This design comes from an exercise in tuning for small area, a short achievable clock period and few clock cycles per item on the open sky130 flow, not from production work. RTL that was checked went through simulation tests only; none was proved equivalent to the original. No functional check of the RTL was part of run 1. In runs 5 to 7 the design's own scripts or RTL, not TritonCTS, make the clock network. The clock input has no modelled driver; a real chip could not lean on it and would need a root buffer or a full tree. No activity file was given, so power comes from the tool's default toggle rates.

==> flow/design.v (outline; a module is shown in full before it is edited, if it fits) <==
// module mac_neuron: 1409 lines
// module booth_enc: 7 lines
// module inv_c: 3 lines
// module nand2_c: 3 lines
// module nor2_c: 3 lines
// module or2_c: 3 lines
// module xor2_c: 3 lines
// module xnor2_c: 3 lines
// module a22oi_c: 3 lines
// module a21oi_c: 3 lines
// module o21ai_c: 3 lines
// module o22ai_c: 3 lines
// module a21o_c: 3 lines
// module and2_c: 3 lines
// module fa_cell: 4 lines
// module ha_cell: 4 lines
module mac_neuron(
	input clk,
	input rst,
	input in_valid,
	output in_ready,
	input [15:0] in_x,
	input [15:0] in_w,
	input in_last,
	output reg out_valid,
	output [15:0] out_data
);
  // ...
==> flow/flow/run.sh <==
#!/bin/bash
set -euo pipefail
source flow/env.sh
bash standard.sh > std_flow.log 2>&1
==> flow/flow/env.sh <==
export SETUP_SLACK_MARGIN=7.7
export BUFFER_PORTS_ARGS="-buffer_cell sky130_fd_sc_hd__buf_1"
==> flow/standard.sh <==
#!/bin/bash
# synth_recipe.tcl (not shown) runs the flow's synth.tcl, then flattens the netlist and writes it again
# the make line also repeats each setting of config.mk as NAME=value (left out here)
make -C /OpenROAD-flow-scripts/flow DESIGN_CONFIG=/design/flow/config.mk WORK_HOME=/design/flow/orfs CLKGATE_MAP_FILE= SYNTH_SCRIPT=/design/flow/synth_recipe.tcl "${@:-finish}"
==> flow/config.mk <==
export PLATFORM = sky130hd
export DESIGN_NAME = mac_neuron
export DESIGN_NICKNAME = mac_neuron
export VERILOG_FILES = /design/flow/design.v
export SDC_FILE = /design/flow/constraint.sdc
export NUM_CORES = 4
export LEC_CHECK = 0
export CAP_MARGIN = 20
export CORE_MARGIN = 2
export CORE_UTILIZATION = 40
export CTS_BUF_LIST = sky130_fd_sc_hd__clkbuf_4 sky130_fd_sc_hd__clkbuf_8
export CTS_CLUSTER_SIZE = 40
export PLACE_DENSITY = 0.6
export SLEW_MARGIN = 20
export SYNTH_HIERARCHICAL = 1
==> flow/constraint.sdc <==
create_clock -name core_clock -period 11.0 [get_ports {clk}]
set_input_delay 2.2000 -clock core_clock [delete_from_list [all_inputs] [get_ports {clk}]]
set_output_delay 2.2000 -clock core_clock [all_outputs]
set_load 0.01 [all_outputs]
==> impl_metrics.tcl, run 1 <==
set metrics [dict create \
    initial_core_util_pct 41.0 \
    synth_top_family_by_area "adder cells" \
    hold_path_class "flop to flop" \
    grt_usage_pct 18.4 \
    power_leakage_nw 4.87 \
    cts_root_buf "clkbuf_8" \
    cts_max_level 4 \
    powerSeq_w 0.000733 \
    cp.arrival_ns 3.62 \
    status "timing/DRC/antenna clean" \
    layout.nonclk_buf_share_pct 2.94 \
    worst_setup_path_end_kind "flop" \
    regArea_sq_um 2630 \
    cp-startpoint "ha_r[0]" \
    largestPowerGroup "combinational logic" \
    die_w_um 157 \
    synth_top_area_share_pct 27.8 \
    antenna_cells 0 \
    post-route-min-period_ns 3.28 \
    fin_cells 1232 \
    fillers 2190 \
    worst_path_largest_cell_delay_ns 0.46 \
    finalMaxSlewViolations 0 \
    ys_seq_elements 129 \
    wl_per_cell_um 17.6 \
    power-per-cell-area_nw_per_um2 263 \
    grt_max_degree 25 \
    netlist_top_cells_area "dfxtp_1, fa_1, xor2_1" \
    worst_r2r_endpoint "m_r[13]" \
    drtPass1Iterations 5 \
    intPower_w 0.00160 \
    ir_drop_mv 0.112 \
    crit_family "compound AO/OA/AOI/OAI gates" \
    fin_skew_ns 0.0208 \
    cts_resized 26 \
    cts_hold_buf 0 \
    clkPwrFrac_pct 15.6 \
    hold_viol_final 0 \
    synth_cells 860 \
    slew_headroom_pct 54.8 \
    wl_um 21700 \
]
==> inputs of run 2 (changes only) <==
--- a/flow/design.v
+++ b/flow/design.v
@@ -10,17 +10,17 @@
 	output [15:0] out_data
 );
 assign in_ready = 1'b1;
 reg [15:0] xn;
 reg v0, l0;
 reg [7:0] b_onen, b_twon, b_neg;
 reg [23:0] ha_r, hb_r;
 reg cl_r, zl_r, v1, l1;
-reg zl0;
+reg zl0, sg0, sg1;
 reg [15:0] m_r;
 reg v2, l2;
 reg [15:0] acc;
 reg first;
 wire bs1;
 wire pp2;
 wire bs3;
 wire pp4;
@@ -773,18 +773,19 @@
 	assign zx[gj] = zx[gj-1] & ~in_x[gj-1];
 	assign zw[gj] = zw[gj-1] & ~in_w[gj-1];
 end endgenerate
 wire zlow = |(zx & {zw[0], zw[1], zw[2], zw[3], zw[4], zw[5], zw[6], zw[7], zw[8]});
 always @(posedge clk) begin
 	b_onen <= e_onen;
 	b_twon <= e_twon;
 	b_neg <= e_neg;
-	xn <= ~in_x;
+	xn <= ~(in_x & {16{in_valid & ~rst}});
 	zl0 <= zlow;
+	sg0 <= in_x[15] ^ in_w[15];
 	l0 <= in_last;
 	v0 <= in_valid & ~rst;
 end
 nor2_c u_bs1 (.a(b_onen[0]), .b(xn[0]), .y(bs1));
 xor2_c u_pp2 (.a(bs1), .b(b_neg[0]), .y(pp2));
 o22ai_c u_bs3 (.a1(b_onen[0]), .a2(xn[1]), .b1(b_twon[0]), .b2(xn[0]), .y(bs3));
 xor2_c u_pp4 (.a(bs3), .b(b_neg[0]), .y(pp4));
 o22ai_c u_bs5 (.a1(b_onen[0]), .a2(xn[2]), .b1(b_twon[0]), .b2(xn[1]), .y(bs5));
@@ -1374,26 +1375,35 @@
 xor2_c u_sm741 (.a(s688), .b(g726), .y(sm741));
 wire [23:0] s_hi = {sm657, sm656, sm655, sm654, sm653, sm652, sm651, sm650, sm649, sm648, sm647, sm646, sm645, sm644, sm643, sm642, sm641, sm640, sm639, sm638, sm637, sm636, sm635, sm634};
 wire [15:0] a_s = {sm741, sm740, sm739, sm738, sm737, sm736, sm735, sm734, sm733, sm732, sm731, sm730, sm729, sm728, sm727, s658};
 always @(posedge clk) begin
 	ha_r <= {1'b1, pp272, s494, s492, s490, s488, s486, s484, s482, s480, s478, s476, s474, s472, s470, s468, s466, s464, s462, s460, s458, s456, s454, c412};
 	hb_r <= {1'b0, pp270, c493, c491, c489, c487, c485, c483, c481, c479, c477, c475, c473, c471, c469, c467, c465, c463, c461, c459, c457, c455, c453, s452};
 	cl_r <= g521;
 	zl_r <= zl0;
+	sg1 <= sg0;
 	l1 <= l0;
 	v1 <= v0 & ~rst;
 end
 wire tie = zl_r & ~s_hi[0];
 wire [22:0] q = {s_hi[23:2], s_hi[1] & ~tie};
-wire q_pos = ~q[22] & (|q[21:15]);
-wire q_neg = q[22] & (~&q[21:15] | ~|q[14:0]);
+wire [23:0] hp = {s572, s570, s568, s566, s564, s562, s560, s558, s556, s554, s552, s550, s548, s546, s544, s542, s540, s538, s536, s534, s532, s530, s528, s526};
+wire [23:0] hg = {c573, c571, c569, c567, c565, c563, c561, c559, c557, c555, c553, c551, c549, c547, c545, c543, c541, c539, c537, c535, c533, c531, c529, c527};
+wire [23:0] hor = ha_r | hb_r;
+wire z15 = (hp[2] == g622) & (hp[15:3] == hor[14:2]) & ~q[0];
+wire top_z = (hp[23:17] == hor[22:16]);
+wire top_o = (hp[23:17] == ~hg[22:16]);
+wire t16 = s_hi[16];
+wire top_eq = t16 ? top_o : top_z;
+wire q_pos = ~top_eq & ~sg1;
+wire q_neg = (~top_eq & sg1) | (t16 & top_o & z15);
 wire [15:0] m = q_pos ? 16'h7FFF : q_neg ? 16'h8001 : q[15:0];
 always @(posedge clk) begin
-	m_r <= v1 ? m : 16'h0000;
+	m_r <= m;
 	l2 <= l1;
 	v2 <= v1 & ~rst;
 end
 wire a_pos = ~acc[15] & ~m_r[15] & a_s[15];
 wire a_neg = acc[15] & m_r[15] & (~a_s[15] | ~|a_s[14:0]);
 wire [15:0] acc_sat = a_pos ? 16'h7FFF : a_neg ? 16'h8001 : a_s;
 always @(posedge clk) begin
 	acc <= first ? m_r : acc_sat;
==> flow/flow/env.sh (replaced) <==
export SETUP_SLACK_MARGIN=8.1
export BUFFER_PORTS_ARGS="-buffer_cell sky130_fd_sc_hd__buf_1"
==> run 2 against run 1 <==
Net effect:
- non-clock buffer count is 138 higher
- setup slack better by 0.17 ns
- clock-buffer cell count is 2 lower
- fmax is 5.5% higher
- clock skew is 0.0024 ns lower
- worst hold slack better by 0.0039 ns
- core utilization is 8.5 points higher
- largest cell class unchanged
- largest power group unchanged
- highest routed layer unchanged
==> impl_metrics.tcl, run 2 <==
set metrics [dict create \
    clockBufferDepth 2 \
    dieArea_sq_um 25300 \
    grt_overflow 0 \
    fillers 2043 \
    clkLatencyLatePin_ns 0.46 \
    netlist_top_cells_area "dfxtp_1, fa_1, xor2_1" \
    power_leakage_nw 5.53 \
    intPower_w 0.00164 \
    clk_pin_slew_ns 0.09 \
    highest_layer "met4" \
    ant_nets 0 \
    fin_skew_ns 0.0184 \
    finalMaxSlewViolations 0 \
    antenna_cells 0 \
    cp_num_buf_inv 1 \
    slowest_stage "dfxtp_2" \
    cp-start-kind "flop" \
    worstSetupPathType "flop to primary output" \
    ys_top_cells_by_count "xor2_1, o22ai_1, dfxtp_1" \
    regArea_sq_um 2790 \
    ys_seq_area_share_pct 27.3 \
    core-area_sq_um 23500 \
    tightest_slew_ns 1.04 \
    finalSetupViolCount 0 \
    nets 1331 \
    synth_edf_count 0 \
    initial_core_util_pct 40.8 \
    crit_family "flip-flops" \
    worstPathRequired_ns 8.80 \
    final_cell_mix "xor2_1, buf_4, o22ai_1" \
    die_w_um 159 \
    fmax_mhz 322 \
    ioPinCount 54 \
    syn_area_sq_um 9600 \
    synthDistinctLibCells 39 \
    worst_path_largest_cell_delay_ns 0.35 \
    area_growth_pct 33.8 \
    wl_um 27900 \
    hold-worst-slack_ns 0.335 \
    cts_tree "done" \
    vias 8111 \
    power-per-cell-area_nw_per_um2 218 \
    synth_top_area_share_pct 27.3 \
    m1WireLength_um 11600 \
    multi_input_area_sq_um 7550 \
    synth-async-reset-ratio_pct 0 \
    final_common_cell "xor2_1" \
    yosysWarnings 7 \
    hold_viol_final 0 \
    yosysMostFrequentCell "xor2_1" \
    post-dp-hpwl_um 15800 \
    grt_antenna_before_repair 0 \
    num_rows 56 \
    fin_crit_sh_pct 28.2 \
    grt_usage_pct 20.4 \
    swShare_pct 41.4 \
    place_inst 1288 \
    cts_max_level 4 \
    combPwrFrac_pct 57.9 \
    cp.arrival_ns 0.91 \
    top_regs "ha_r: 23 flops, hb_r: 23 flops" \
    die_h_um 159 \
    synth_cells 932 \
    wl_per_cell_um 18.9 \
    crit_chain "buf_6" \
    via_per_inst 5.50 \
    post-route-min-period_ns 3.11 \
    tns_ns 0 \
    hold_path_class "flop to flop" \
    cts_buffers 17 \
    fin_cells 1474 \
    routed-wl-met2_um 12800 \
    slew_headroom_pct 30.0 \
    rsz0062_at_grt "yes" \
    drtPass1Iterations 5 \
    p_total_w 0.00280 \
    syn_avg_cell_area_sq_um 10.3 \
    portBuffers 52 \
    clock-sinks 131 \
    grt_pass1_vias 8011 \
    worst_setup_path_end_kind "primary output" \
    wl_met3_um 2250 \
    grt_max_degree 20 \
    seq_power_share_pct 26.4 \
    grt_pass1_wl_um 41400 \
    status "timing/DRC/antenna clean" \
    p_sw_w 0.00116 \
    clkPwrFrac_pct 15.7 \
    yosysTopAreaCell "dfxtp_1" \
    drt_iter0_markers 819 \
    cap_violations 0 \
    ys_seq_elements 131 \
    cts_root_buf "clkbuf_8" \
    path_max_fanout 2 \
    synthFlopType "dfxtp_1" \
    drc 0 \
    ir_drop_mv 0.108 \
    drive_gt1_share_pct 32.2 \
    place_congestion 0.861 \
]
-- run 2: changes by cell type after synthesis, sizes merged, moves of 7 or more --
cell and delta:
a21o -11, a21oi +31, and2 -7, inv +8, nand2 +21, nand3 +13
nor2 +8, nor3 +11, o211a -14, o211ai +14, or3 -13, xnor2 +8
-- run 2: stage by stage --
| step | worst slack, ns | utilization (%) | area (sq um) |
|---|---|---|---|
| after floorplan | 7.96 | - | 9670 |
| after global placement | 7.57 | 43.1 | 10100 |
| after detailed placement | 7.54 | 43.1 | 10100 |
| after CTS | 7.88 | 50.7 | 11900 |
| after global routing | 7.86 | 54.6 | 12800 |
| final | 7.89 | 54.6 | 12800 |
-- run 2: metal layers --
layer	track usage [%]	vias up
met5	0	-
met2	32.7	449
met3	5.03	109
li1	-	3748
met1	26.5	3805
met4	8.39	0
-- run 2: power by group through the flow --
stage / combinational, W / sequential [W] / clock [W]
5_1_grt: 0.00181 / 0.000753 / 0.000471
2_1_floorplan: 0.00104 / 0.000709 / 0
4_1_cts: 0.00145 / 0.000716 / 0.000449
6_report: 0.00162 / 0.000739 / 0.000439
3_5_place_dp: 0.00130 / 0.000748 / 0
3_3_place_gp: 0.00128 / 0.000744 / 0
-- run 2: cells by family (layout without fill, tap and decap cells) --
family / count (synthesis) / after routing / share of synthesized area [%]
AOI/OAI and AO/OA: 265 / 267 / 18.1
xor gates and xnor gates: 203 / 203 / 18.5
adders and majority gates: 152 / 152 / 26.6
DFF: 131 / 131 / 27.3
and+or+nand+nor: 127 / 128 / 6.89
buffers and inverters: 52 / 269 / 2.53
other: 2 / 5 / 0.0782
-- run 2: final timing paths --
kind,start,endpoint,slack [ns],depth (start not counted)
max,acc[15],out_data[15],7.89,1
min,l0,l1,0.33,0
max reg2reg,xn[12],ha_r[10],7.94,7
min reg2reg,l0,l1,0.33,0
-- run 2: cell type report --
| type | instances | share of cell area, % |
|---|---|---|
| inverter | 33 | 0.964 |
| clock buffer | 19 | 2.04 |
| tap | 319 | 3.11 |
| multi-input combinational | 755 | 58.7 |
| sequential | 131 | 21.7 |
| clock inverter | 12 | 1.21 |
| timing repair buffer | 205 | 12.2 |
-- run 2: per-module statistics from Yosys, one instance, submodules excluded, a selection --
module | cells | times used
mac_neuron | 351 | 1
inv_c | 1 | 4
fa_cell | 1 | 87
o22ai_c | 1 | 128
xnor2_c | 1 | 21
booth_enc | 1 | 8
a21o_c | 1 | 56
xor2_c | 1 | 168
or2_c | 1 | 5
ha_cell | 1 | 65
nand2_c | 1 | 8
-- run 2: timing repair --
item                       in CTS  in global routing
gates resized for setup       135                102
pin swaps                      53                 69
hold endpoints to repair        0                  0
gates cloned                    2                  1
hold buffers                    0                  0
setup endpoints to repair      85                 73
buffers inserted              113                 39
Testbench counts of run 2, summed over its fixed seeds: cycles 8,224, items 8,192.
==> inputs of run 3 (changes only) <==
==> flow/flow/env.sh (replaced) <==
export SETUP_SLACK_MARGIN=7.5
export BUFFER_PORTS_ARGS="-buffer_cell sky130_fd_sc_hd__buf_1"
==> run 3 against run 2 <==
Net effect:
- worst hold slack got worse by 0.0012 ns
- largest cell class unchanged
- critical path depth increased by 5
- clock power decreased by 3%
- critical endpoint is now ha_r[4]
- synthesized area unchanged
- non-clock buffer count decreased by 149
- core utilization decreased by 9.8 points
- total power decreased by 13%
- largest power group unchanged
==> impl_metrics.tcl, run 3 <==
set metrics [dict create \
    tns_ns 0 \
    vias 7041 \
    worstRegToRegCells 6 \
    synthDistinctLibCells 39 \
    die_w_um 159 \
    synth-async-reset-ratio_pct 0 \
    power-per-cell-area_nw_per_um2 232 \
    yosysMostFrequentCell "xor2_1" \
    grt_pass1_wl_um 36300 \
    dieArea_sq_um 25300 \
    post-dp-hpwl_um 15900 \
    slowest_stage "dfxtp_1" \
    cp.arrival_ns 3.71 \
    status "timing/DRC/antenna clean" \
    rsz0062_at_grt "no" \
    cap_violations 0 \
    synth_edf_count 0 \
    crit_chain "o22ai_1 > xor2_1 > fa_1 > fa_1 > fa_1 > fa_1" \
    synth_top_area_share_pct 27.3 \
    cp.depth 6 \
    wl_per_cell_um 16.6 \
    drtPass1Iterations 5 \
    final_cell_mix "xor2_1, o22ai_1, dfxtp_1" \
    grt_pass1_vias 6996 \
    nets 1179 \
    ioPinCount 54 \
    power_leakage_nw 4.63 \
    syn_avg_cell_area_sq_um 10.3 \
    cts_buffers 17 \
    clkPwrFrac_pct 17.5 \
    worst_r2r_endpoint "ha_r[4]" \
    final_common_cell "xor2_1" \
    synth_cells 932 \
    top_regs "ha_r: 23 flops, hb_r: 23 flops" \
    path_max_fanout 16 \
    post-route-util_pct 44.7 \
    worstSetupPathType "flop to flop" \
    hold_path_class "flop to flop" \
    reg2reg_slack_ns 7.61 \
    grt_overflow 0 \
    critPathMostFrequentCell "fa_1" \
    seq_power_share_pct 30.0 \
    hold_viol_final 0 \
    r2r-start "xn[9]" \
    ys_top_cells_by_count "xor2_1, o22ai_1, dfxtp_1" \
    cts_max_level 4 \
    cts_root_buf "clkbuf_8" \
    netlist_top_cells_area "dfxtp_1, fa_1, xor2_1" \
    finalMaxSlewViolations 0 \
    ys_seq_elements 131 \
    drive_gt1_share_pct 4.89 \
    intPower_w 0.00143 \
    grt_usage_pct 17.8 \
    portBuffers 52 \
    initial_core_util_pct 40.8 \
    ir_drop_mv 0.0780 \
    grt_max_degree 25 \
    place_congestion 0.884 \
    synthFlopType "dfxtp_1" \
    clockBufferDepth 2 \
    worst_path_largest_cell_delay_ns 0.80 \
    worst_setup_path_end_kind "flop" \
    syn_area_sq_um 9600 \
    cts_tree "done" \
    fin_skew_ns 0.0196 \
    clk_pin_slew_ns 0.08 \
    crit_path_end "ha_r[4]" \
    wl_um 22000 \
    hold-path-cell-count 0 \
    finalSetupViolCount 0 \
    cp-start-kind "flop" \
    yosysWarnings 7 \
    p_sw_w 0.00101 \
    worstPathRequired_ns 11.32 \
    tightest_slew_ns 0.995 \
    area_growth_pct 9.69 \
    post-route-min-period_ns 3.39 \
    combPwrFrac_pct 52.6 \
    clock-sinks 131 \
    ys_seq_area_share_pct 27.3 \
    clkLatencyLatePin_ns 0.45 \
    drt_iter0_markers 502 \
    crit_family "adder cells" \
    core-area_sq_um 23500 \
    drc 0 \
    die_h_um 159 \
    cp_num_buf_inv 0 \
    grt_antenna_before_repair 0 \
    via_per_inst 5.33 \
    yosysTopAreaCell "dfxtp_1" \
    antenna_cells 0 \
    postCtsSetupRepairBufs 0 \
    slew_headroom_pct 33.6 \
    cp-startpoint "xn[9]" \
    fin_crit_sh_pct 30.8 \
    swShare_pct 41.5 \
    ant_nets 0 \
    num_rows 56 \
    fmax_mhz 295 \
]
## run 3: worst reg2reg max path: stages (launching register included)
cell and delay [ns]:
dfxtp_1 0.80, o22ai_1 0.22, xor2_1 0.21, fa_1 0.56
fa_1 0.59, fa_1 0.44, fa_1 0.45
## run 3: routing by layer
layer | global-route usage (%) | up-vias | routed length [um]
met5 | 0 | - | 0
met4 | 6.49 | 0 | 486
met3 | 4.35 | 34 | 1520
met2 | 27.6 | 271 | 9810
met1 | 24.2 | 3294 | 10200
li1 | - | 3442 | -
## run 3: logic make-up (layout without fill, tap and decap cells)
family / Yosys count / count (layout) / share of synthesized area [%]
AO/OA/AOI/OAI: 265 / 265 / 18.1
XOR/XNOR: 203 / 203 / 18.5
adder cells (fa/ha/maj): 152 / 152 / 26.6
buffers and inverters: 52 / 119 / 2.53
flip-flops: 131 / 131 / 27.3
other: 2 / 5 / 0.0782
AND/OR/NAND/NOR: 127 / 127 / 6.89
## run 3: through the flow
stage / cell area, sq um / total power, W / setup WS, ns / hold slack (ns) / instances
floorplan: 9620 / 0.00174 / 7.85 / 0.310 / 935
detailed placement: 10100 / 0.00203 / 7.56 / 0.319 / 1291
global route: 10500 / 0.00269 / 7.50 / 0.348 / 1321
global placement: 10100 / 0.00200 / 7.57 / 0.311 / 1291
finish: 10500 / 0.00244 / 7.61 / 0.334 / 1321
CTS: 10500 / 0.00247 / 7.53 / 0.338 / 1321
## run 3: worst min path at each step
stage | start | endpoint
4_1_cts | l0 | l1
3_3_place_gp | l0 | l1
3_5_place_dp | l0 | l1
5_1_grt | l0 | l1
2_1_floorplan | l0 | l1
6_report | l0 | l1
## run 3: power groups by stage
stage / clock network (W) / logic (W) / registers [W]
final: 0.000426 / 0.00128 / 0.000732
after CTS: 0.000439 / 0.00130 / 0.000730
after floorplan: 0 / 0.00103 / 0.000707
after detailed placement: 0 / 0.00129 / 0.000741
after global placement: 0 / 0.00126 / 0.000738
after global routing: 0.000461 / 0.00148 / 0.000748
## run 3: Yosys stat by module, one instance, submodules excluded, a selection
module / cells / area (sq um) / flops+latches / copies in the design
nor2_c: 1 / 3.75 / 0 / 8
and2_c: 1 / 6.26 / 0 / 23
mac_neuron: 351 / 3860 / 131 / 1
fa_cell: 1 / 20.0 / 0 / 87
xor2_c: 1 / 8.76 / 0 / 168
o22ai_c: 1 / 6.26 / 0 / 128
xnor2_c: 1 / 8.76 / 0 / 21
## run 3: area by class of cell
class | count | area, sq um
Clock buffer | 18 | 241
Clock inverter | 12 | 160
Fill cell | 2296 | 13000
Inverter | 33 | 124
Multi-Input combinational cell | 752 | 6750
Sequential cell | 131 | 2640
Tap cell | 319 | 399
Timing Repair Buffer | 56 | 225
## run 3: repair_timing
action / CTS / global route
resized for setup: 0 / 10
endpoints found under the setup margin: 0 / 14
hold buffers: 0 / 0
==> inputs of run 4 (changes only) <==
==> flow/flow/env.sh (replaced) <==
export SETUP_SLACK_MARGIN=7.7
export BUFFER_PORTS_ARGS="-buffer_cell sky130_fd_sc_hd__buf_1"
==> run 4 against run 3 <==
Net effect:
- first-iteration DRC count shrank 2.4%
- combinational power is essentially flat
- fmax grew 6.1%
- synthesized area is the same
- global-route usage is essentially flat
- critical endpoint is now out_data[15]
- largest power group unchanged
==> impl_metrics.tcl, run 4 <==
set metrics [dict create \
    grt_pass1_vias 7000 \
    slew_headroom_pct 47.4 \
    cts_root_buf "clkbuf_8" \
    finalWorstSetupSlack_ns 7.81 \
    antenna_cells 0 \
    drive_gt1_share_pct 7.78 \
    ys_seq_elements 131 \
    fillers 2286 \
    ys_top_cells_by_count "xor2_1, o22ai_1, dfxtp_1" \
    ioPinCount 54 \
    synth-compound-area-share_pct 18.1 \
    drc 0 \
    vias 7040 \
    grt_max_degree 25 \
    ys_seq_area_share_pct 27.3 \
    crit_chain "buf_1" \
    slowest_stage "dfxtp_2" \
    cts_max_level 4 \
    worstSetupPathType "flop to primary output" \
    synth_top_area_share_pct 27.3 \
    hold-path-cell-count 0 \
    grt_usage_pct 17.8 \
    tightest_slew_ns 0.783 \
    synthSimpleGateAreaFrac_pct 6.89 \
    num_rows 56 \
    postCtsSetupRepairBufs 0 \
    worst_path_largest_cell_delay_ns 0.38 \
    synthMuxAreaShare_pct 0 \
    drt_iter0_markers 490 \
    syn_area_sq_um 9600 \
    fin_crit_sh_pct 29.0 \
    synthFlopType "dfxtp_1" \
    grt_overflow 0 \
    fmax_mhz 313 \
    power-per-cell-area_nw_per_um2 231 \
    path_max_fanout 5 \
    drtPass1Iterations 5 \
    synth_fa_ha_area_share_pct 26.6 \
    syn_avg_cell_area_sq_um 10.3 \
    area_growth_pct 10.1 \
    yosysMostFrequentCell "xor2_1" \
    wl_um 22000 \
    hold_path_class "flop to flop" \
    synth_cells 932 \
    power_leakage_nw 4.63 \
    ant_nets 0 \
    yosysWarnings 7 \
    yosysTopAreaCell "dfxtp_1" \
    synth-async-reset-ratio_pct 0 \
    wl_per_cell_um 16.7 \
    via_per_inst 5.33 \
    clk_pin_slew_ns 0.08 \
    cp_num_buf_inv 1 \
    clock-sinks 131 \
    cap_violations 0 \
    place_congestion 0.884 \
    core-area_sq_um 23500 \
    top_regs "ha_r: 23 flops, hb_r: 23 flops" \
    cp.arrival_ns 0.99 \
    finalMaxSlewViolations 0 \
    netlist_top_cells_area "dfxtp_1, fa_1, xor2_1" \
    die_w_um 159 \
    nets 1179 \
    ir_drop_mv 0.0782 \
    clkLatencyLatePin_ns 0.45 \
    rsz0062_at_grt "yes" \
    worst_setup_path_end_kind "primary output" \
    crit_family "flip-flops" \
    portBuffers 52 \
    dpl_worst_slack_ns 7.56 \
    finalSetupViolCount 0 \
    worstRegToRegCells 6 \
    status "timing/DRC/antenna clean" \
    cts_buffers 17 \
    dieArea_sq_um 25300 \
    post-dp-hpwl_um 15900 \
    synth-xor-area-share_pct 18.5 \
    synthDistinctLibCells 39 \
    cp.depth 1 \
    die_h_um 159 \
    grt_pass1_wl_um 36300 \
    hold_viol_final 0 \
    post-route-min-period_ns 3.19 \
    cp-start-kind "flop" \
    synth_edf_count 0 \
    fin_skew_ns 0.0192 \
    grt_antenna_before_repair 0 \
    synth_top_family_by_area "adder cells" \
    clockBufferDepth 2 \
    initial_core_util_pct 40.8 \
    worstPathRequired_ns 8.80 \
    cts_tree "done" \
    final_cell_mix "xor2_1, o22ai_1, dfxtp_1" \
    cts_hold_buf 0 \
    tns_ns 0 \
    final_common_cell "xor2_1" \
]
## run 4: cell count changes in the layout (fill, tap and decap cells not counted)
cell / change
dfxtp_1: -28
dfxtp_2: +28
a41o_1: -1
a41o_2: +1
## run 4: per-stage QoR
stage	area [sq um]	power, W	std cells	utilization, %	hold WS, ns
CTS	10500	0.00247	1321	44.8	0.338
finish	10600	0.00244	1321	44.9	0.334
global route	10600	0.00269	1321	44.9	0.348
floorplan	9620	0.00174	935	-	0.310
global placement	10100	0.00200	1291	43.0	0.311
detailed placement	10100	0.00203	1291	43.0	0.319
## run 4: worst reg2reg max path, delay by kind of cell, from the launching register on
| family | cells | cell delay (ns) |
|---|---|---|
| adder cells (fa/ha/maj) | 4 | 2.04 |
| flip-flops | 1 | 0.62 |
| XOR/XNOR | 1 | 0.18 |
| AO/OA/AOI/OAI | 1 | 0.18 |
## run 4: per-module statistics from Yosys (local to each module, per instance), excerpt
| module | flip-flops and latches | times used | cells |
|---|---|---|---|
| a21o_c | 0 | 56 | 1 |
| and2_c | 0 | 23 | 1 |
| booth_enc | 0 | 8 | 1 |
| fa_cell | 0 | 87 | 1 |
| ha_cell | 0 | 65 | 1 |
| inv_c | 0 | 4 | 1 |
| mac_neuron | 131 | 1 | 351 |
| nand2_c | 0 | 8 | 1 |
| o22ai_c | 0 | 128 | 1 |
| xor2_c | 0 | 168 | 1 |
## run 4: cell families after synthesis
logic type | Yosys count
buffers and inverters | 52
DFF | 131
adders and majority gates | 152
other | 2
AOI/OAI and AO/OA | 265
and+or+nand+nor | 127
xor gates and xnor gates | 203
## run 4: area by class of cell
class                      instances  area, sq um  share of cell area (%)
tap                              319          399                    3.78
clock buffer                      18          241                    2.28
timing repair buffer              56          225                    2.13
sequential                       131         2670                    25.3
multi-input combinational        752         6750                    63.9
inverter                          33          124                    1.17
clock inverter                    12          160                    1.51
## run 4: final timing paths
check	endpoint	slack (ns)	from
setup reg to reg	ha_r[10]	7.84	xn[15]
hold / removal	l1	0.33	l0
setup / recovery	out_data[15]	7.81	acc[15]
hold reg to reg	l1	0.33	l0
## run 4: timing repair
item | in CTS | in global routing
pin swaps | 0 | 1
setup endpoints to repair | 20 | 35
gates resized for setup | 19 | 20
endpoints found under the hold margin | 0 | 0
## run 4: metal layers
layer | up-vias | routed length [um] | track usage, %
met5 | - | 0 | 0
met4 | 0 | 450 | 6.49
met3 | 29 | 1480 | 4.35
met2 | 250 | 9860 | 27.5
met1 | 3316 | 10300 | 24.3
li1 | 3445 | - | -
## run 4: power breakdown
group | total, W | internal [W] | switching, W | leakage [nW]
Clock | 0.000425 | 0.000225 | 0.000200 | 0.191
Sequential | 0.000734 | 0.000605 | 0.000129 | 1.09
Combinational | 0.00128 | 0.000599 | 0.000684 | 3.35
==> inputs of run 5 (changes only) <==
==> flow/flow/env.sh (replaced) <==
export SETUP_SLACK_MARGIN=7.7
export BUFFER_PORTS_ARGS="-buffer_cell sky130_fd_sc_hd__buf_1"
export PRE_CTS_TCL=$PWD/flow/manual_cts.tcl
export MCTS_NBUF=8
export MCTS_NROOT=2
==> flow/flow/manual_cts.tcl (new file) <==
# Clock tree of one or two levels: the clock port drives MCTS_NROOT buffers (or, with
# MCTS_NROOT 0, the leaf buffers directly); the leaf buffers each drive the flip-flops of
# one cluster (balanced k-means on their placement). Sourced as PRE_CTS_TCL: it replaces
# clock_tree_synthesis for this design.
rename clock_tree_synthesis orig_clock_tree_synthesis

# balanced k-means: returns {assign mx my used}
proc mcts_kmeans {xs ys k} {
  set n [llength $xs]
  set cx 0; set cy 0
  foreach x $xs y $ys { set cx [expr {$cx + $x}]; set cy [expr {$cy + $y}] }
  set cx [expr {$cx / $n}]; set cy [expr {$cy / $n}]
  set order {}
  for {set i 0} {$i < $n} {incr i} {
    lappend order [list $i [expr {atan2([lindex $ys $i] - $cy, [lindex $xs $i] - $cx)}]]
  }
  set order [lsort -real -index 1 $order]
  set assign [lrepeat $n 0]
  for {set j 0} {$j < $n} {incr j} { lset assign [lindex $order $j 0] [expr {$j * $k / $n}] }
  set cap [expr {int(ceil(double($n) / $k)) + 1}]
  set used [lrepeat $k 0]
  for {set iter 0} {$iter < 30} {incr iter} {
    set mx [lrepeat $k 0.0]; set my [lrepeat $k 0.0]; set cnt [lrepeat $k 0]
    for {set i 0} {$i < $n} {incr i} {
      set c [lindex $assign $i]
      lset mx $c [expr {[lindex $mx $c] + [lindex $xs $i]}]
      lset my $c [expr {[lindex $my $c] + [lindex $ys $i]}]
      lset cnt $c [expr {[lindex $cnt $c] + 1}]
    }
    for {set c 0} {$c < $k} {incr c} {
      if {[lindex $cnt $c] > 0} {
        lset mx $c [expr {[lindex $mx $c] / [lindex $cnt $c]}]
        lset my $c [expr {[lindex $my $c] / [lindex $cnt $c]}]
      }
    }
    set pairs {}
    for {set i 0} {$i < $n} {incr i} {
      for {set c 0} {$c < $k} {incr c} {
        set d [expr {abs([lindex $xs $i] - [lindex $mx $c]) + abs([lindex $ys $i] - [lindex $my $c])}]
        lappend pairs [list $d $i $c]
      }
    }
    set pairs [lsort -real -index 0 $pairs]
    set done [lrepeat $n 0]; set used [lrepeat $k 0]
    set new [lrepeat $n 0]
    foreach p $pairs {
      lassign $p d i c
      if {[lindex $done $i]} continue
      if {[lindex $used $c] >= $cap} continue
      lset new $i $c; lset done $i 1; lset used $c [expr {[lindex $used $c] + 1}]
    }
    set assign $new
  }
  return [list $assign $mx $my $used]
}

proc clock_tree_synthesis {args} {
  set nleaf [expr {[info exists ::env(MCTS_NBUF)] ? $::env(MCTS_NBUF) : 8}]
  set nroot [expr {[info exists ::env(MCTS_NROOT)] ? $::env(MCTS_NROOT) : 2}]
  set leafm [expr {[info exists ::env(MCTS_CELL)] ? $::env(MCTS_CELL) : "sky130_fd_sc_hd__clkbuf_16"}]
  set rootm [expr {[info exists ::env(MCTS_ROOT_CELL)] ? $::env(MCTS_ROOT_CELL) : "sky130_fd_sc_hd__clkbuf_16"}]
  set block [ord::get_db_block]
  set db [ord::get_db]
  set clknet [$block findNet clk]
  set sinks [$clknet getITerms]
  set n [llength $sinks]
  puts "manual cts: $n sinks, $nleaf leaf buffers ($leafm), $nroot root buffers ($rootm)"
  set xs {}; set ys {}
  foreach it $sinks {
    set bb [[$it getInst] getBBox]
    lappend xs [expr {([$bb xMin] + [$bb xMax]) / 2.0}]
    lappend ys [expr {([$bb yMin] + [$bb yMax]) / 2.0}]
  }
  lassign [mcts_kmeans $xs $ys $nleaf] assign mx my used
  puts "manual cts: leaf cluster sizes $used"
  set lnets {}
  for {set c 0} {$c < $nleaf} {incr c} {
    set inst [odb::dbInst_create $block [$db findMaster $leafm] "mcts_leaf_$c"]
    set net [odb::dbNet_create $block "mcts_clk_leaf_$c"]
    $net setSigType CLOCK
    [$inst findITerm X] connect $net
    $inst setLocation [expr {int([lindex $mx $c])}] [expr {int([lindex $my $c])}]
    $inst setPlacementStatus PLACED
    lappend leaves $inst
    set bnet($c) $net
  }
  for {set i 0} {$i < $n} {incr i} {
    set it [lindex $sinks $i]
    $it disconnect
    $it connect $bnet([lindex $assign $i])
  }
  if {$nroot == 0} {
    foreach inst $leaves { [$inst findITerm A] connect $clknet }
    return
  }
  lassign [mcts_kmeans $mx $my $nroot] rassign rx ry rused
  puts "manual cts: root cluster sizes $rused"
  for {set r 0} {$r < $nroot} {incr r} {
    set inst [odb::dbInst_create $block [$db findMaster $rootm] "mcts_root_$r"]
    set net [odb::dbNet_create $block "mcts_clk_root_$r"]
    $net setSigType CLOCK
    [$inst findITerm A] connect $clknet
    [$inst findITerm X] connect $net
    $inst setLocation [expr {int([lindex $rx $r])}] [expr {int([lindex $ry $r])}]
    $inst setPlacementStatus PLACED
    set rnet($r) $net
  }
  for {set c 0} {$c < $nleaf} {incr c} {
    [[lindex $leaves $c] findITerm A] connect $rnet([lindex $rassign $c])
  }
}
==> run 5 against run 4 <==
Net effect:
- still clean on timing, DRC and antenna
- design area is 1.4% lower
- setup slack better by 0.048 ns
- sequential power hardly changed
- combinational power hardly changed
- critical path type is now flop to flop
==> impl_metrics.tcl, run 5 <==
set metrics [dict create \
    status "timing/DRC/antenna clean" \
    die_h_um 159 \
    hold-worst-slack_ns 0.332 \
    seq_power_share_pct 31.4 \
    ys_seq_area_share_pct 27.3 \
    cp-start-kind "flop" \
    synth_top_area_share_pct 27.3 \
    vias 6937 \
    worstSetupPathType "flop to flop" \
    ant_nets 0 \
    synth_cells 932 \
    post-route-min-period_ns 3.14 \
    post-dp-hpwl_um 15900 \
    grt_max_degree 25 \
    yosysWarnings 7 \
    final_common_cell "xor2_1" \
    combPwrFrac_pct 54.9 \
    dieArea_sq_um 25300 \
    initial_core_util_pct 40.8 \
    grt_pass1_wl_um 35700 \
    cp.arrival_ns 3.33 \
    netlist_top_cells_area "dfxtp_1, fa_1, xor2_1" \
    grt_antenna_before_repair 0 \
    top_regs "ha_r: 23 flops, hb_r: 23 flops" \
    postCtsSetupRepairBufs 0 \
    ys_seq_elements 131 \
    intPower_w 0.00137 \
    finalMaxSlewViolations 0 \
    tightest_slew_ns 0.782 \
    grt_overflow 0 \
    drtPass1Iterations 5 \
    synth-async-reset-ratio_pct 0 \
    fillers 2298 \
    syn_avg_cell_area_sq_um 10.3 \
    drc 0 \
    worstPathRequired_ns 11.19 \
    final_cell_mix "xor2_1, o22ai_1, dfxtp_1" \
    ir_drop_mv 0.0918 \
    fin_cells 1301 \
    synth_edf_count 0 \
    die_w_um 159 \
    via_per_inst 5.33 \
    power_leakage_nw 4.56 \
    path_max_fanout 24 \
    portBuffers 52 \
    slew_headroom_pct 47.5 \
    nets 1172 \
    grt_pass1_vias 6868 \
    wl_um 21600 \
    ys_top_cells_by_count "xor2_1, o22ai_1, dfxtp_1" \
    num_rows 56 \
    yosysTopAreaCell "dfxtp_1" \
    p_sw_w 0.000967 \
    clkPwrFrac_pct 13.7 \
    synthDistinctLibCells 39 \
    swShare_pct 41.5 \
    fin_crit_sh_pct 28.6 \
    synthFlopType "dfxtp_1" \
    worst_setup_path_end_kind "flop" \
    drt_iter0_markers 481 \
    drive_gt1_share_pct 5.80 \
    ioPinCount 54 \
    finalSetupViolCount 0 \
    syn_area_sq_um 9600 \
    place_inst 1291 \
    core-area_sq_um 23500 \
    cap_violations 0 \
    grt_usage_pct 16.8 \
    cts_hold_buf 0 \
    p_total_w 0.00233 \
    power-per-cell-area_nw_per_um2 224 \
    hold_viol_final 0 \
    fin_skew_ns 0.0350 \
    clk_pin_slew_ns 0.09 \
    fmax_mhz 318 \
    yosysMostFrequentCell "xor2_1" \
    wl_per_cell_um 16.6 \
    clkLatencyLatePin_ns 0.32 \
    antenna_cells 0 \
    tns_ns 0 \
    rsz0062_at_grt "no" \
    hold_path_class "flop to flop" \
    place_congestion 0.884 \
    area_growth_pct 8.48 \
]
==> run 5: cell count changes in the layout (fill, tap and decap cells not counted) <==
cell	before	now
bufinv_16	3	0
clkbuf_16	0	10
clkbuf_4	1	0
clkbuf_8	17	0
clkinv_2	1	0
clkinv_4	3	0
clkinvlp_4	4	0
dfxtp_1	93	94
dfxtp_2	38	37
inv_6	1	0
==> run 5: metrics by stage <==
stage	instance area (sq um)	worst slack, ns	util, %
after floorplan	9620	7.85	-
after CTS	10400	7.70	44.2
after global routing	10400	7.70	44.3
final	10400	7.86	44.3
after detailed placement	10100	7.56	43.0
after global placement	10100	7.57	43.0
==> run 5: power groups by stage <==
stage	Clock [W]	Sequential, W	Combinational [W]
after CTS	0.000252	0.000742	0.00130
after global routing	0.000348	0.000750	0.00148
after global placement	0	0.000738	0.00126
after detailed placement	0	0.000741	0.00129
final	0.000319	0.000734	0.00128
after floorplan	0	0.000707	0.00103
==> run 5: layout make-up <==
class	count	area, sq um	share of cell area [%]
repair buffers	56	225	2.16
flip-flops and latches	131	2670	25.6
plain buffers	10	250	2.40
well taps	319	399	3.83
inverters	33	124	1.19
multi-input cells	752	6750	64.8
==> run 5: worst max-delay path, stage by stage (launching register included) <==
cell and delay [ns]:
dfxtp_2 0.61, o22ai_1 0.18, xnor2_1 0.18, fa_1 0.60
fa_1 0.46, fa_1 0.57, fa_1 0.41
==> run 5: worst paths after layout <==
kind / startpoint / to / slack [ns] / depth (start not counted)
worst min-delay path: l0 / l1 / 0.33 / 0
worst min register to register: l0 / l1 / 0.33 / 0
worst max register to register: xn[15] / ha_r[10] / 7.86 / 6
worst max-delay path: xn[15] / ha_r[10] / 7.86 / 6
==> run 5: per-module statistics from Yosys, one instance, submodules excluded, a selection <==
module | area [sq um] | times used
xnor2_c | 8.76 | 21
or2_c | 6.26 | 5
fa_cell | 20.0 | 87
booth_enc | 7.51 | 8
ha_cell | 12.5 | 65
and2_c | 6.26 | 23
nor2_c | 3.75 | 8
==> run 5: what timing repair did <==
action | CTS | global route
pin swaps | 0 | 1
resized for setup | 19 | 19
endpoints found under the setup margin | 17 | 34
cloned | 0 | 0
==> run 5: logic make-up after synthesis <==
| group | Yosys count | synth area share, % |
|---|---|---|
| buf+inv | 52 | 2.53 |
| other cells | 2 | 0.0782 |
| xor+xnor | 203 | 18.5 |
| flops | 131 | 27.3 |
| fa+ha+maj | 152 | 26.6 |
| simple gates | 127 | 6.89 |
| compound gates | 265 | 18.1 |
==> run 5: layer usage <==
layer | share of wire [%] | routed length [um] | global-route usage, %
met2 | 44 | 9530 | 27.1
met3 | 6.8 | 1470 | 2.24
met1 | 47 | 10100 | 24.2
met4 | 2.3 | 494 | 3.72
met5 | 0 | 0 | 0
==> inputs of run 6 (changes only) <==
--- a/flow/config.mk
+++ b/flow/config.mk
@@ -7,9 +7,9 @@
 export LEC_CHECK = 0
 export CAP_MARGIN = 20
 export CORE_MARGIN = 2
-export CORE_UTILIZATION = 40
+export CORE_UTILIZATION = 60.0
 export CTS_BUF_LIST = sky130_fd_sc_hd__clkbuf_4 sky130_fd_sc_hd__clkbuf_8
 export CTS_CLUSTER_SIZE = 40
-export PLACE_DENSITY = 0.6
+export PLACE_DENSITY = 0.8
 export SLEW_MARGIN = 20
 export SYNTH_HIERARCHICAL = 1
==> run 6 against run 5 <==
Net effect:
- combinational power about the same
- fmax decreased by 2.4%
- highest routed layer unchanged
- total power up 0.80%
- still clean on timing, DRC and antenna
- die area shrank 33%
- first-iteration DRC count is 26% higher
- worst hold slack improved by 0.0017 ns
- design area is 1.1% lower
- routed wire length down 2.2%
- sequential power barely moved
- core utilization up 21 points
- setup slack got worse by 0.077 ns
==> impl_metrics.tcl, run 6 <==
set metrics [dict create \
    area_growth_pct 7.30 \
    cap_violations 0 \
    cts_hold_buf 0 \
    fillers 1263 \
    clkLatencyLatePin_ns 0.31 \
    ys_top_cells_by_count "xor2_1, o22ai_1, dfxtp_1" \
    fin_cells 1198 \
    yosysMostFrequentCell "xor2_1" \
    clk_pin_slew_ns 0.07 \
    worstPathRequired_ns 11.18 \
    stdcell_area_sq_um 10300 \
    reg2reg_slack_ns 7.78 \
    r2r-start "b_twon[6]" \
    drt_iter0_markers 606 \
    grt_max_degree 25 \
    core-area_sq_um 15800 \
    final_common_cell "xor2_1" \
    wl_per_cell_um 17.7 \
    ioPinCount 54 \
    crit_chain "o22ai_1 > xor2_1 > fa_1 > fa_1 > fa_1 > fa_1" \
    grt_pass1_wl_um 34900 \
    nets 1172 \
    worst_r2r_endpoint "ha_r[10]" \
    finalSetupViolCount 0 \
    yosysWarnings 7 \
    drtPass1Iterations 5 \
    die_h_um 131 \
    hold-path-cell-count 0 \
    netlist_top_cells_area "dfxtp_1, fa_1, xor2_1" \
    fin_crit_sh_pct 29.3 \
    tightest_slew_ns 0.703 \
    critPathMostFrequentCell "fa_1" \
    initial_core_util_pct 60.9 \
    via_per_inst 6.01 \
    worst_setup_path_end_kind "flop" \
    finalMaxSlewViolations 0 \
    regArea_sq_um 2670 \
    ant_nets 0 \
    placed_area_sq_um 9980 \
    ir_drop_mv 0.126 \
    synthDistinctLibCells 39 \
    post-dp-hpwl_um 15300 \
    synth_edf_count 0 \
    wl_um 21100 \
    hold_end "l1" \
    place_congestion 0.951 \
    power-per-cell-area_nw_per_um2 228 \
    place_inst 1187 \
    slew_headroom_pct 53.1 \
    synth_top_area_share_pct 27.3 \
    hold_path_class "flop to flop" \
    path_max_fanout 16 \
    fmax_mhz 311 \
    worstSetupPathType "flop to flop" \
    post-route-min-period_ns 3.22 \
    top_regs "ha_r: 23 flops, hb_r: 23 flops" \
    fin_skew_ns 0.0190 \
    cp-start-kind "flop" \
    drc 0 \
    dieArea_sq_um 17000 \
    finalWorstSetupSlack_ns 7.78 \
    grt_pass1_vias 7247 \
    yosysTopAreaCell "dfxtp_1" \
    worst_path_largest_cell_delay_ns 0.76 \
    cp-startpoint "b_twon[6]" \
    die_w_um 131 \
    grt_usage_pct 25.3 \
    antenna_cells 0 \
    cp.arrival_ns 3.40 \
    slowest_stage "dfxtp_1" \
    synth_cells 932 \
    status "timing/DRC/antenna clean" \
    ys_seq_elements 131 \
    rsz0062_at_grt "yes" \
    power_leakage_nw 4.57 \
    hp-start "l0" \
    tns_ns 0 \
    multi_input_area_sq_um 6760 \
    syn_avg_cell_area_sq_um 10.3 \
    syn_area_sq_um 9600 \
    num_rows 46 \
    worstRegToRegCells 6 \
    ys_seq_area_share_pct 27.3 \
    synthFlopType "dfxtp_1" \
    drive_gt1_share_pct 5.80 \
    portBuffers 52 \
    grt_overflow 0 \
    dpl_worst_slack_ns 7.47 \
    hold_viol_final 0 \
    vias 7195 \
    grt_antenna_before_repair 0 \
    post-route-util_pct 65.3 \
    final_cell_mix "xor2_1, o22ai_1, dfxtp_1" \
    synth-async-reset-ratio_pct 0 \
]
run 6: cell counts after synthesis:
No cell type changed its count.
run 6: metal layers:
metal / track usage, % / vias to the layer above / part of all wire, %
li1: - / 3413 / -
met1: 32.3 / 3368 / 42
met2: 44.1 / 349 / 47
met3: 4.48 / 65 / 8.6
met4: 7.70 / 0 / 2.9
met5: 0 / - / 0
run 6: per-module statistics from Yosys, one instance, submodules excluded, excerpt:
module,times used,cells inside
mac_neuron,1,351
fa_cell,87,1
ha_cell,65,1
xnor2_c,21,1
booth_enc,8,1
a21o_c,56,1
and2_c,23,1
nand2_c,8,1
inv_c,4,1
run 6: what timing repair did:
item | in CTS | in global routing
hold endpoints to repair | 0 | 0
setup buffers | 0 | 1
endpoints found under the setup margin | 39 | 33
gates resized for setup | 16 | 22
pin swaps | 0 | 1
run 6: power by group:
part | leakage, nW | switching, W | internal, W
Sequential | 1.09 | 0.000128 | 0.000605
Combinational | 3.35 | 0.000700 | 0.000609
Clock | 0.123 | 0.000147 | 0.000162
Total | 4.57 | 0.000976 | 0.00138
run 6: logic make-up after synthesis:
kind of cell / count (synthesis) / share of synthesized area [%]
xor+xnor: 203 / 18.5
simple gates: 127 / 6.89
flops: 131 / 27.3
fa+ha+maj: 152 / 26.6
compound gates: 265 / 18.1
buf+inv: 52 / 2.53
other cells: 2 / 0.0782
run 6: layout make-up:
class / instances / area share [%]
Sequential cell: 131 / 25.9
Tap cell: 216 / 2.62
Multi-Input combinational cell: 752 / 65.6
Timing Repair Buffer: 56 / 2.31
Inverter: 33 / 1.20
Buffer: 10 / 2.43
run 6: critical path, delay by kind of cell, from the launching register on:
kind	cells	cell delay, ns
adders and majority gates	4	1.98
AOI/OAI and AO/OA	1	0.17
DFF	1	0.76
xor gates and xnor gates	1	0.19
run 6: stage by stage:
| step | hold slack [ns] | power (W) |
|---|---|---|
| finish | 0.333 | 0.00235 |
| global route | 0.348 | 0.00258 |
| CTS | 0.321 | 0.00231 |
| detailed placement | 0.312 | 0.00204 |
| global placement | 0.312 | 0.00197 |
| floorplan | 0.310 | 0.00174 |
run 6: how the worst max path moves through the flow:
stage	end	slack, ns	depth (start not counted)
global placement	xn[13]	7.53	3
floorplan	ha_r[7]	7.85	6
CTS	ha_r[9]	7.70	6
detailed placement	xn[7]	7.47	3
global route	m_r[0]	7.69	11
finish	ha_r[10]	7.78	6
==> inputs of run 7 (changes only) <==
--- a/flow/config.mk
+++ b/flow/config.mk
@@ -7,9 +7,9 @@
 export LEC_CHECK = 0
 export CAP_MARGIN = 20
 export CORE_MARGIN = 2
-export CORE_UTILIZATION = 60.0
+export CORE_UTILIZATION = 50.0
 export CTS_BUF_LIST = sky130_fd_sc_hd__clkbuf_4 sky130_fd_sc_hd__clkbuf_8
 export CTS_CLUSTER_SIZE = 40
-export PLACE_DENSITY = 0.8
+export PLACE_DENSITY = 0.7
 export SLEW_MARGIN = 20
 export SYNTH_HIERARCHICAL = 1
==> run 7 against run 6 <==
Net effect:
- synthesized area unchanged
- clock power is essentially flat
- routed wire length shrank 0.21%
- total power down 0.81%
- first-iteration DRC count fell by 4.8%
- combinational power about the same
- sequential power about the same
- design area grew 0.13%
- cell count rose by 1.4%
- critical path depth unchanged
==> impl_metrics.tcl, run 7 <==
set metrics [dict create \
    drive_gt1_share_pct 6.22 \
    post-dp-hpwl_um 15000 \
    r2r-start "b_twon[7]" \
    wl_um 21100 \
    tightest_slew_ns 0.752 \
    fin_crit_sh_pct 29.6 \
    final_cell_mix "xor2_1, o22ai_1, dfxtp_1" \
    finalSetupViolCount 0 \
    yosysWarnings 7 \
    swShare_pct 41.2 \
    grt_usage_pct 21.0 \
    drtPass1Iterations 5 \
    hold_path_class "flop to flop" \
    drc 0 \
    power_leakage_nw 4.56 \
    cp-start-kind "flop" \
    die_w_um 143 \
    clkPwrFrac_pct 13.3 \
    hold-path-cell-count 0 \
    ys_top_cells_by_count "xor2_1, o22ai_1, dfxtp_1" \
    post-route-min-period_ns 3.25 \
    nets 1171 \
    synthFlopType "dfxtp_1" \
    yosysMostFrequentCell "xor2_1" \
    fmax_mhz 308 \
    worst_r2r_endpoint "ha_r[8]" \
    grt_pass1_wl_um 35200 \
    seq_power_share_pct 31.5 \
    area_growth_pct 7.44 \
    place_congestion 0.902 \
    worstPathRequired_ns 11.18 \
    drt_iter0_markers 577 \
    slew_headroom_pct 49.5 \
    final_common_cell "xor2_1" \
    cp.arrival_ns 3.43 \
    status "timing/DRC/antenna clean" \
    cap_violations 0 \
    top_regs "ha_r: 23 flops, hb_r: 23 flops" \
    netlist_top_cells_area "dfxtp_1, fa_1, xor2_1" \
    yosysTopAreaCell "dfxtp_1" \
    fin_skew_ns 0.0194 \
    synth_cells 932 \
    p_sw_w 0.000962 \
    fillers 1672 \
    hold_viol_final 0 \
    vias 7083 \
    grt_overflow 0 \
    dieArea_sq_um 20300 \
    core-area_sq_um 18800 \
    die_h_um 143 \
    ioPinCount 54 \
    ant_nets 0 \
    grt_antenna_before_repair 0 \
    grt_max_degree 25 \
    grt_pass1_vias 7184 \
    finalMaxSlewViolations 0 \
    via_per_inst 5.83 \
    synth_top_area_share_pct 27.3 \
    reg2reg_slack_ns 7.75 \
    antenna_cells 0 \
    ys_seq_area_share_pct 27.3 \
    post-route-util_pct 55.0 \
    worstRegToRegCells 6 \
    intPower_w 0.00137 \
    clkLatencyLatePin_ns 0.31 \
    worstSetupPathType "flop to flop" \
    wl_per_cell_um 17.4 \
    power-per-cell-area_nw_per_um2 226 \
    tns_ns 0 \
    cts_hold_buf 0 \
    ir_drop_mv 0.117 \
    portBuffers 52 \
    worst_setup_path_end_kind "flop" \
    combPwrFrac_pct 55.3 \
    clk_pin_slew_ns 0.08 \
    path_max_fanout 16 \
    synth_edf_count 0 \
    num_rows 50 \
    syn_area_sq_um 9600 \
    rsz0062_at_grt "no" \
    hp-start "l1" \
    ys_seq_elements 131 \
    initial_core_util_pct 51.2 \
    synthDistinctLibCells 39 \
    syn_avg_cell_area_sq_um 10.3 \
    synth-async-reset-ratio_pct 0 \
    hold_end "l2" \
]
[run 7: cell type report]
class | instances | area, sq um | area share, %
Multi-Input combinational cell | 752 | 6760 | 65.5
Timing Repair Buffer | 55 | 220 | 2.13
Inverter | 33 | 124 | 1.20
Sequential cell | 131 | 2670 | 25.9
Tap cell | 234 | 293 | 2.84
Buffer | 10 | 250 | 2.43
[run 7: power groups by stage]
stage	Combinational, W	Sequential (W)	Clock [W]
2_1_floorplan	0.00103	0.000707	0
3_3_place_gp	0.00125	0.000736	0
3_5_place_dp	0.00129	0.000740	0
4_1_cts	0.00130	0.000742	0.000252
5_1_grt	0.00147	0.000751	0.000335
6_report	0.00129	0.000734	0.000309
[run 7: worst max-delay path by stage]
stage,startpoint,to,slack (ns)
after detailed placement,xn[15],ha_r[7],7.52
after CTS,b_onen[1],ha_r[7],7.70
after global routing,b_twon[7],ha_r[8],7.70
final,b_twon[7],ha_r[8],7.75
after floorplan,xn[15],ha_r[7],7.85
after global placement,rst,xn[14],7.45
[run 7: cells by family after synthesis]
logic type	count (synthesis)	share of synthesized area, %
AO/OA/AOI/OAI	265	18.1
XOR/XNOR	203	18.5
adder cells (fa/ha/maj)	152	26.6
buffers and inverters	52	2.53
flip-flops	131	27.3
other	2	0.0782
AND/OR/NAND/NOR	127	6.89
[run 7: modules after synthesis, one instance, submodules excluded]
module,times used,cells inside,flip-flops and latches
booth_enc,8,1,0
and2_c,23,1,0
xor2_c,168,1,0
nor2_c,8,1,0
nand2_c,8,1,0
inv_c,4,1,0
mac_neuron,1,351,131
or2_c,5,1,0
ha_cell,65,1,0
a21o_c,56,1,0
o22ai_c,128,1,0
fa_cell,87,1,0
xnor2_c,21,1,0
[run 7: layer usage]
metal / global-route usage [%] / part of all wire [%]
met5: 0 / 0
met4: 6.15 / 1.6
met3: 2.46 / 7.0
met2: 35.6 / 47
met1: 28.3 / 45
[run 7: metrics by stage]
step | power [W] | worst slack [ns] | hold slack, ns | instances | cell area [sq um]
final | 0.00233 | 7.75 | 0.324 | 1215 | 10300
after global routing | 0.00256 | 7.70 | 0.328 | 1215 | 10300
after CTS | 0.00230 | 7.70 | 0.317 | 1215 | 10300
after detailed placement | 0.00203 | 7.52 | 0.315 | 1205 | 10000
after global placement | 0.00199 | 7.45 | 0.311 | 1205 | 10000
after floorplan | 0.00174 | 7.85 | 0.310 | 935 | 9620
[run 7: repair_timing]
action / in CTS / in global routing
endpoints found under the setup margin: 22 / 36
pin swaps: 2 / 1
buffers inserted: 0 / 0
resized for setup: 25 / 18
[run 7: worst max-delay path, stage by stage (launching register included)]
cell	delay [ns]
dfxtp_1	0.77
o22ai_1	0.17
xor2_1	0.22
fa_1	0.46
fa_1	0.49
fa_1	0.60
fa_1	0.43

-- re-timing with driven ports --
No port has a modelled driver above. Below, the same layouts with a new extraction and two added sets of constraints.
Step 1 (the two cells are an assumption about what drives the block):
set clk [get_ports {clk}]
set_driving_cell -lib_cell sky130_fd_sc_hd__clkbuf_16 $clk
set_driving_cell -lib_cell sky130_fd_sc_hd__buf_2 [delete_from_list [all_inputs] $clk]
Step 2 moves the port delays by t, midway between the first and last clock arrival at a register: inputs arrive t later, outputs are due t later. That takes back most of the time a late clock gives input paths.
Slacks: ideal ports / drivers / drivers and shift; pairs: ideal ports / drivers.
| run | t, ns | setup WS [ns] | worst hold slack (ns) | worst setup path at the end |
|---|---|---|---|---|
| run 1 | 0.485 | 7.723 / 7.723 / 7.723 | 0.331 / 0.331 / 0.331 | register to register |
| run 2 | 0.487 | 7.894 / 7.854 / 7.732 | 0.335 / 0.335 / 0.335 | input to register |
| run 3 | 0.486 | 7.615 / 7.615 / 7.615 | 0.334 / 0.334 / 0.334 | register to register |
| run 4 | 0.485 | 7.809 / 7.764 / 7.708 | 0.334 / 0.334 / 0.334 | input to register |
| run 5 | 0.365 | 7.857 / 7.823 / 7.702 | 0.332 / 0.332 / 0.332 | input to register |
| run 6 | 0.359 | 7.780 / 7.780 / 7.667 | 0.333 / 0.333 / 0.333 | input to register |
| run 7 | 0.363 | 7.749 / 7.749 / 7.688 | 0.324 / 0.324 / 0.324 | input to register |
After both steps setup and hold are still met in every run listed. The setup slack of run 2, which loses most, moves by -0.040 ns with the drivers and by -0.162 ns with both steps.
